This design comes from an exercise in tuning for small area, a short achievable clock period and few clock cycles on the open sky130 flow, not from production work. Where RTL was checked, it was by simulation tests only, not by an equivalence proof against the original.

Design SQRT, start of the top module:
module SQRT(
	RST,
	CLK,
	IN_VALID,
	IN,
	OUT_VALID,
	OUT
);
Size: about 300 cells after synthesis, about 43 flip-flops, ~32 I/O pins, about 2500 um2 of cells after synthesis.
==> module SQRT, before the edit <==
module SQRT(
	RST,
	CLK,
	IN_VALID,
	IN,
	OUT_VALID,
	OUT
);
input CLK;
input RST;
input [15:0] IN;
input IN_VALID;
output [11:0] OUT;
output OUT_VALID;
reg [3:0] cnt;       
reg ovalid;
reg [13:0] r;        
reg [11:0] q;        
reg [11:0] x;         
assign OUT_VALID = ovalid;
assign OUT = q;
wire busy  = |cnt;
wire start = IN_VALID & ~busy;
wire last  = (cnt == 4'd11);
function [4:0] sqrt_first;
	input [3:0] v;
	reg [1:0] qq;
	reg [2:0] rr;
	reg [4:0] w;
	integer i;
	begin
		qq = 2'd0;
		rr = 3'd0;
		for (i = 1; i >= 0; i = i - 1) begin
			w = {rr, v[2*i+1], v[2*i]};
			if (w >= {1'b0, qq, 2'b01}) begin
				rr = w - {1'b0, qq, 2'b01};
				qq = {qq, 1'b1};
			end else begin
				rr = w[2:0];
				qq = {qq, 1'b0};
			end
		end
		sqrt_first = {qq, rr};
	end
endfunction
wire [4:0] first = sqrt_first(IN[15:12]);
wire        pos = ~r[13];
wire [15:0] a   = {r, x[11:10]};
wire [15:0] op  = {{2{pos}}, q ^ {12{pos}}, 2'b11};
wire [15:0] sum = a + op;
wire        nb  = ~sum[15];
wire [11:0] qinc = q + 12'd1;
always @(posedge CLK or posedge RST) begin
	if (RST) begin
		cnt <= 4'd0;
		ovalid <= 1'b0;
	end else begin
		cnt <= start ? 4'd1 : (last ? 4'd0 : cnt + {3'd0, busy});
		ovalid <= last;
	end
end
always @(posedge CLK) begin
	if (~busy) begin
		r <= {11'd0, first[2:0]};
		q <= {10'd0, first[4:3]};
		x <= IN[11:0];
	end else begin
		r <= sum[13:0];
		q <= last ? (nb ? qinc : q) : {q[10:0], nb};
		x <= {x[9:0], 2'b00};
	end
end
endmodule
==> flow/config.mk <==
export PLATFORM = sky130hd
export DESIGN_NAME = SQRT
export DESIGN_NICKNAME = SQRT
export VERILOG_FILES = /design/flow/design.v
export SDC_FILE = /design/flow/constraint.sdc
export NUM_CORES = 4
export LEC_CHECK = 0
export CAP_MARGIN = 20
export CORE_MARGIN = 2
export CORE_UTILIZATION = 40
export SETUP_SLACK_MARGIN = 2.3
export SLEW_MARGIN = 20
==> flow/constraint.sdc <==
create_clock -name core_clock -period 5.0 [get_ports {CLK}]
set_input_delay 1.0000 -clock core_clock [delete_from_list [all_inputs] [get_ports {CLK}]]
set_output_delay 1.0000 -clock core_clock [all_outputs]
set_load 0.01 [all_outputs]
standard.sh (not shown) runs the stock make flow with config.mk's settings and CLKGATE_MAP_FILE= SYNTH_SCRIPT=/design/flow/synth_recipe.tcl, a recipe that flattens the netlist after the stock synthesis.
==> flow/flow/run.sh <==
#!/bin/bash
set -o pipefail
export BUFFER_PORTS_ARGS="-buffer_cell sky130_fd_sc_hd__buf_1"
bash standard.sh > standard.log 2>&1
Change:
--- a/flow/design.v
+++ b/flow/design.v
@@ -43,28 +43,28 @@
 		end
 		sqrt_first = {qq, rr};
 	end
 endfunction
 wire [4:0] first = sqrt_first(IN[15:12]);
 wire        pos = ~r[13];
-wire [15:0] a   = {r, x[11:10]};
-wire [15:0] op  = {{2{pos}}, q ^ {12{pos}}, 2'b11};
-wire [15:0] sum = a + op;
-wire        nb  = ~sum[15];
+wire [14:0] a   = {r[12:0], x[11:10]};
+wire [14:0] op  = {pos, q ^ {12{pos}}, 2'b11};
+wire [14:0] sum = a + op;
+wire        nb  = ~sum[14];
 wire [11:0] qinc = q + 12'd1;
 always @(posedge CLK or posedge RST) begin
 	if (RST) begin
 		cnt <= 4'd0;
 		ovalid <= 1'b0;
 	end else begin
 		cnt <= start ? 4'd1 : (last ? 4'd0 : cnt + {3'd0, busy});
 		ovalid <= last;
 	end
 end
 always @(posedge CLK) begin
-	if (~busy) begin
+	if (start) begin
 		r <= {11'd0, first[2:0]};
 		q <= {10'd0, first[4:3]};
 		x <= IN[11:0];
 	end else begin
 		r <= sum[13:0];
 		q <= last ? (nb ? qinc : q) : {q[10:0], nb};
The changed run completed with no timing, DRC or antenna violations. First-iteration DRC count drops by 34%. Routed wire length climbs by 17%. Global-route usage climbs by 2.0 points. Setup slack degrades by 220 ps. Cell area climbs by 9.7%. Die area climbs by 1.1%. Clock-buffer cell count does not change. Cell count climbs by 4.2%.
No run of this note included a check of the RTL's function; only the layout flow was run.

* * *

SQRT, a different RTL version from the one above (not shown whole).
For scale: about 32 I/O pins, roughly 3500 µm² of cells after synthesis.
==> module SQRT, before the edit <==
module SQRT(
	RST,
	CLK,
	IN_VALID,
	IN,
	OUT_VALID,
	OUT
);
input CLK;
input RST;
input [15:0] IN;
input IN_VALID;
output [11:0] OUT;
output OUT_VALID;
reg [2:0] cnt;       
reg ovalid;
reg [11:0] r;        
reg [11:0] q;        
reg [9:0] x;         
assign OUT_VALID = ovalid;
assign OUT = q;
wire busy  = |cnt;
wire start = IN_VALID & ~busy;
wire last  = (cnt == 3'd5);
function [6:0] sqrt_first;
	input [5:0] v;
	reg [2:0] qq;
	reg [3:0] rr;
	reg [5:0] w;
	integer i;
	begin
		qq = 3'd0;
		rr = 4'd0;
		for (i = 2; i >= 0; i = i - 1) begin
			w = {rr, v[2*i+1], v[2*i]};
			if (w >= {1'b0, qq, 2'b01}) begin
				rr = w - {1'b0, qq, 2'b01};
				qq = {qq, 1'b1};
			end else begin
				rr = w[3:0];
				qq = {qq, 1'b0};
			end
		end
		sqrt_first = {qq, rr};
	end
endfunction
wire [6:0] first = sqrt_first(IN[15:10]);
wire [15:0] w  = {r, x[9:6]};
wire [16:0] s1 = {1'b0, w} - {2'b00, q[10:0], 3'b001};
wire [16:0] s2 = {1'b0, w} - {1'b0, q[10:0], 4'b0100};
wire [16:0] s3 = {1'b0, w} - ({1'b0, q[10:0], 4'b0000} + {2'b00, q[10:0], 3'b000} + 17'd9);
wire ge1 = ~s1[16];
wire ge2 = ~s2[16];
wire ge3 = ~s3[16];
wire [1:0] d = {ge2, ge3 | (ge1 & ~ge2)};
wire [11:0] rn = ge3 ? s3[11:0] : ge2 ? s2[11:0] : ge1 ? s1[11:0] : w[11:0];
wire [11:0] qa = {q[10:0], 1'b0};
wire [11:0] qb = {q[10:0], 1'b1};
wire [11:0] qc = {q[10:0] + 11'd1, 1'b0};
wire [11:0] qround = ge3 ? qc : ge1 ? qb : qa;
always @(posedge CLK or posedge RST) begin
	if (RST) begin
		cnt <= 3'd0;
		ovalid <= 1'b0;
	end else begin
		cnt <= start ? 3'd1 : (last ? 3'd0 : cnt + {2'd0, busy});
		ovalid <= last;
	end
end
always @(posedge CLK) begin
	if (~busy) begin
		r <= {8'd0, first[3:0]};
		q <= {9'd0, first[6:4]};
		x <= 10'd0 | ({IN[9:0]} << 0);
	end else begin
		r <= rn;
		q <= last ? qround : {q[9:0], d};
		x <= x << 4;
	end
end
endmodule
Settings: LEC_CHECK=0, CAP_MARGIN=20, CORE_MARGIN=2, CORE_UTILIZATION=40, SETUP_SLACK_MARGIN=2.1, SLEW_MARGIN=20; clock period 5.0 ns.
==> flow/flow/run.sh <==
#!/bin/bash
set -euo pipefail
export BUFFER_PORTS_ARGS="-buffer_cell sky130_fd_sc_hd__buf_1"

bash standard.sh synth > standard_synth.log 2>&1

R=orfs/results/$FLOW_PLATFORM/SQRT/base
LIB=$FLOW_HOME/platforms/$FLOW_PLATFORM/lib/sky130_fd_sc_hd__tt_025C_1v80.lib
YOSYS=$(command -v yosys || echo $FLOW_HOME/../tools/install/yosys/bin/yosys)
cp $R/1_2_yosys.v standard_1_2_yosys.v

# sequential and tie cells stay as they are; everything else is re-mapped
SEQ=$(grep -o 'cell *( *"\?sky130_fd_sc_hd__[a-z0-9_]*' $LIB | grep -o 'sky130_fd_sc_hd__[a-z0-9_]*' \
      | grep -E '__(df|edf|sdf|sedf|dlx|dlr|dlclkp|sdlclkp|conb)' | tr '\n' ' ')
DU=$(grep -o 'sky130_fd_sc_hd__\(lpflow\|probe\)[a-z0-9_]*' $LIB | sort -u | sed 's/^/-dont_use /' | tr '\n' ' ')
cat > remap.ys <<EOT
read_liberty -ignore_miss_func $LIB
blackbox $SEQ
read_verilog standard_1_2_yosys.v
hierarchy -top $FLOW_TOP
flatten
rename -hide w:*.*
opt_clean
stat
abc -liberty $LIB -script flow/remap.abc $DU
splitnets
opt_clean -purge
hilomap -singleton -hicell sky130_fd_sc_hd__conb_1 HI -locell sky130_fd_sc_hd__conb_1 LO
insbuf -buf sky130_fd_sc_hd__buf_4 A X
stat -liberty $LIB
write_verilog -noattr -nohex -nodec remapped.v
EOT
$YOSYS -l remap.log remap.ys > /dev/null 2>&1
cp remapped.v $R/1_2_yosys.v

bash standard.sh > standard.log 2>&1
==> flow/flow/remap.abc <==
strash; dch; map -D 1800; topo; stime -c; buffer -c; upsize -c; dnsize -c; stime -c
Then changed:
--- a/flow/design.v
+++ b/flow/design.v
@@ -68,7 +68,7 @@
 	end
 end
 always @(posedge CLK) begin
-	if (~busy) begin
+	if (start) begin
 		r <= {8'd0, first[3:0]};
 		q <= {9'd0, first[6:4]};
 		x <= 10'd0 | ({IN[9:0]} << 0);
Effect:
- final area goes down by a few percent
- final cell count falls slightly
- worst setup slack improved by 53 ps
- worst hold slack got worse by 7.4 ps
- synthesized area went down slightly
- via count drops slightly
- maximum frequency grows slightly
- routed wire length came out lower by a few percent
- clock-buffer cell count does not change
Testbench counts after the change, summed over its fixed seeds: cycles 24,008.
For the first run of this note, only the layout was checked, not whether the RTL still works.

* * *

SQRT, a different RTL version from the one above (not shown whole).
Size in the first run: roughly 330 cells after synthesis, about 0.0025 mm2 of cells after synthesis.
==> module SQRT, before the edit <==
module SQRT(
	RST,
	CLK,
	IN_VALID,
	IN,
	OUT_VALID,
	OUT
);
input CLK;
input RST;
input [15:0] IN;
input IN_VALID;
output [11:0] OUT;
output OUT_VALID;
reg [3:0] cnt;       
reg ovalid;
reg [13:0] r;        
reg [11:0] q;        
reg [9:0] x;         
assign OUT_VALID = ovalid;
assign OUT = q;
wire busy  = |cnt;
wire start = IN_VALID & ~busy;
wire last  = (cnt == 4'd10);
function [6:0] sqrt_first;
	input [5:0] v;
	reg [2:0] qq;
	reg [3:0] rr;
	reg [5:0] w;
	integer i;
	begin
		qq = 3'd0;
		rr = 4'd0;
		for (i = 2; i >= 0; i = i - 1) begin
			w = {rr, v[2*i+1], v[2*i]};
			if (w >= {1'b0, qq, 2'b01}) begin
				rr = w - {1'b0, qq, 2'b01};
				qq = {qq, 1'b1};
			end else begin
				rr = w[3:0];
				qq = {qq, 1'b0};
			end
		end
		sqrt_first = {qq, rr};
	end
endfunction
wire [6:0] first = sqrt_first(IN[15:10]);
wire        pos = ~r[13];
wire [15:0] a   = {r, x[9:8]};
wire [15:0] op  = {{2{pos}}, q ^ {12{pos}}, 2'b11};
wire [15:0] sum = a + op;
wire        nb  = ~sum[15];
wire [11:0] qinc = q + 12'd1;
always @(posedge CLK or posedge RST) begin
	if (RST) begin
		cnt <= 4'd0;
		ovalid <= 1'b0;
	end else begin
		cnt <= start ? 4'd1 : (last ? 4'd0 : cnt + {3'd0, busy});
		ovalid <= last;
	end
end
always @(posedge CLK) begin
	if (start) begin
		r <= {10'd0, first[3:0]};
		q <= {9'd0, first[6:4]};
		x <= IN[9:0];
	end else begin
		r <= sum[13:0];
		q <= last ? (nb ? qinc : q) : {q[10:0], nb};
		x <= {x[7:0], 2'b00};
	end
end
endmodule
clock: 5.0 ns
lec_check: 0
cap_margin: 20
core_margin: 2
core_utilization: 40
setup_slack_margin: 2.3
slew_margin: 20
==> flow/flow/remap.abc <==
strash; dch; map -D 1600; topo; stime -c; buffer -c; upsize -c; dnsize -c; stime -c
Scripts as last shown in full above: flow/flow/run.sh
Next try:
==> flow/design.v (replaced) <==
module SQRT(
	RST,
	CLK,
	IN_VALID,
	IN,
	OUT_VALID,
	OUT
);
input CLK;
input RST;
input [15:0] IN;
input IN_VALID;
output [11:0] OUT;
output OUT_VALID;
reg [3:0] cnt;       
reg ovalid;
reg [13:0] r;        
reg [11:0] q;        
reg [7:0] x;         
assign OUT_VALID = ovalid;
assign OUT = q;
wire busy  = |cnt;
wire start = IN_VALID & ~busy;
wire last  = (cnt == 4'd9);
function [8:0] sqrt_first;
	input [7:0] v;
	reg [3:0] qq;
	reg [4:0] rr;
	reg [6:0] w;
	integer i;
	begin
		qq = 4'd0;
		rr = 5'd0;
		for (i = 3; i >= 0; i = i - 1) begin
			w = {rr, v[2*i+1], v[2*i]};
			if (w >= {1'b0, qq, 2'b01}) begin
				rr = w - {1'b0, qq, 2'b01};
				qq = {qq, 1'b1};
			end else begin
				rr = w[4:0];
				qq = {qq, 1'b0};
			end
		end
		sqrt_first = {qq, rr};
	end
endfunction
wire [8:0] first = sqrt_first(IN[15:8]);
wire        pos = ~r[13];
wire [15:0] a   = {r, x[7:6]};
wire [15:0] op  = {{2{pos}}, q ^ {12{pos}}, 2'b11};
wire [15:0] sum = a + op;
wire        nb  = ~sum[15];
wire [11:0] qinc = q + 12'd1;
always @(posedge CLK or posedge RST) begin
	if (RST) begin
		cnt <= 4'd0;
		ovalid <= 1'b0;
	end else begin
		cnt <= start ? 4'd1 : (last ? 4'd0 : cnt + {3'd0, busy});
		ovalid <= last;
	end
end
always @(posedge CLK) begin
	if (start) begin
		r <= {9'd0, first[4:0]};
		q <= {8'd0, first[8:5]};
		x <= IN[7:0];
	end else begin
		r <= sum[13:0];
		q <= last ? (nb ? qinc : q) : {q[10:0], nb};
		x <= {x[5:0], 2'b00};
	end
end
endmodule
The new run went through all stages and came out clean. Routed wire length goes up by a quarter to a third. Via count goes up by about a fifth. Final area goes up by about a fifth. Synthesized area goes up by roughly a tenth. Hold slack improved by 4.4 ps. Die area goes up by roughly a tenth. Utilization goes up by 5.1 points.
No functional check of the RTL was part of any run of this note.

## re-timing with driven ports
No port has a modelled driver above. Below, the same layouts with a new extraction and two added sets of constraints. Step 1, drivers: a clkbuf_16 drives CLK and a buf_2 each remaining input, both assumed. Step 2 adds t to the input delays and takes it off the output delays; t is the mean of the earliest and latest rising clock arrival at the registers after step 1. Input paths then give back, and output paths get back, about the clock's delay inside the block. Three values: ideal, step 1, step 2; two values: the first two.
run	t, ns	slack for setup (ns)	latest minus earliest clock arrival (ns)	slew at the worst register clock pin (ns)	worst data-port slew with drivers (ns)
the first run of note 1	0.328	2.455 / 2.455 / 2.455	0.006 / 0.005	0.09 / 0.09	0.03
the second run of note 1	0.328	2.232 / 2.232 / 2.232	0.007 / 0.007	0.09 / 0.09	0.04
the first run of note 2	0.324	2.219 / 2.219 / 2.086	0.013 / 0.013	0.09 / 0.09	0.03
the second run of note 2	0.316	2.272 / 2.279 / 1.964	0.003 / 0.003	0.08 / 0.08	0.03
the first run of note 3	0.322	2.504 / 2.504 / 2.224	0.005 / 0.005	0.08 / 0.08	0.03
the second run of note 3	0.330	2.240 / 2.222 / 1.892	0.012 / 0.013	0.09 / 0.09	0.06
After both steps setup and hold are still met in every run listed. For the second run of note 3, which loses most, drivers alone change the setup slack by -0.018 ns; drivers and shift together by -0.348 ns.
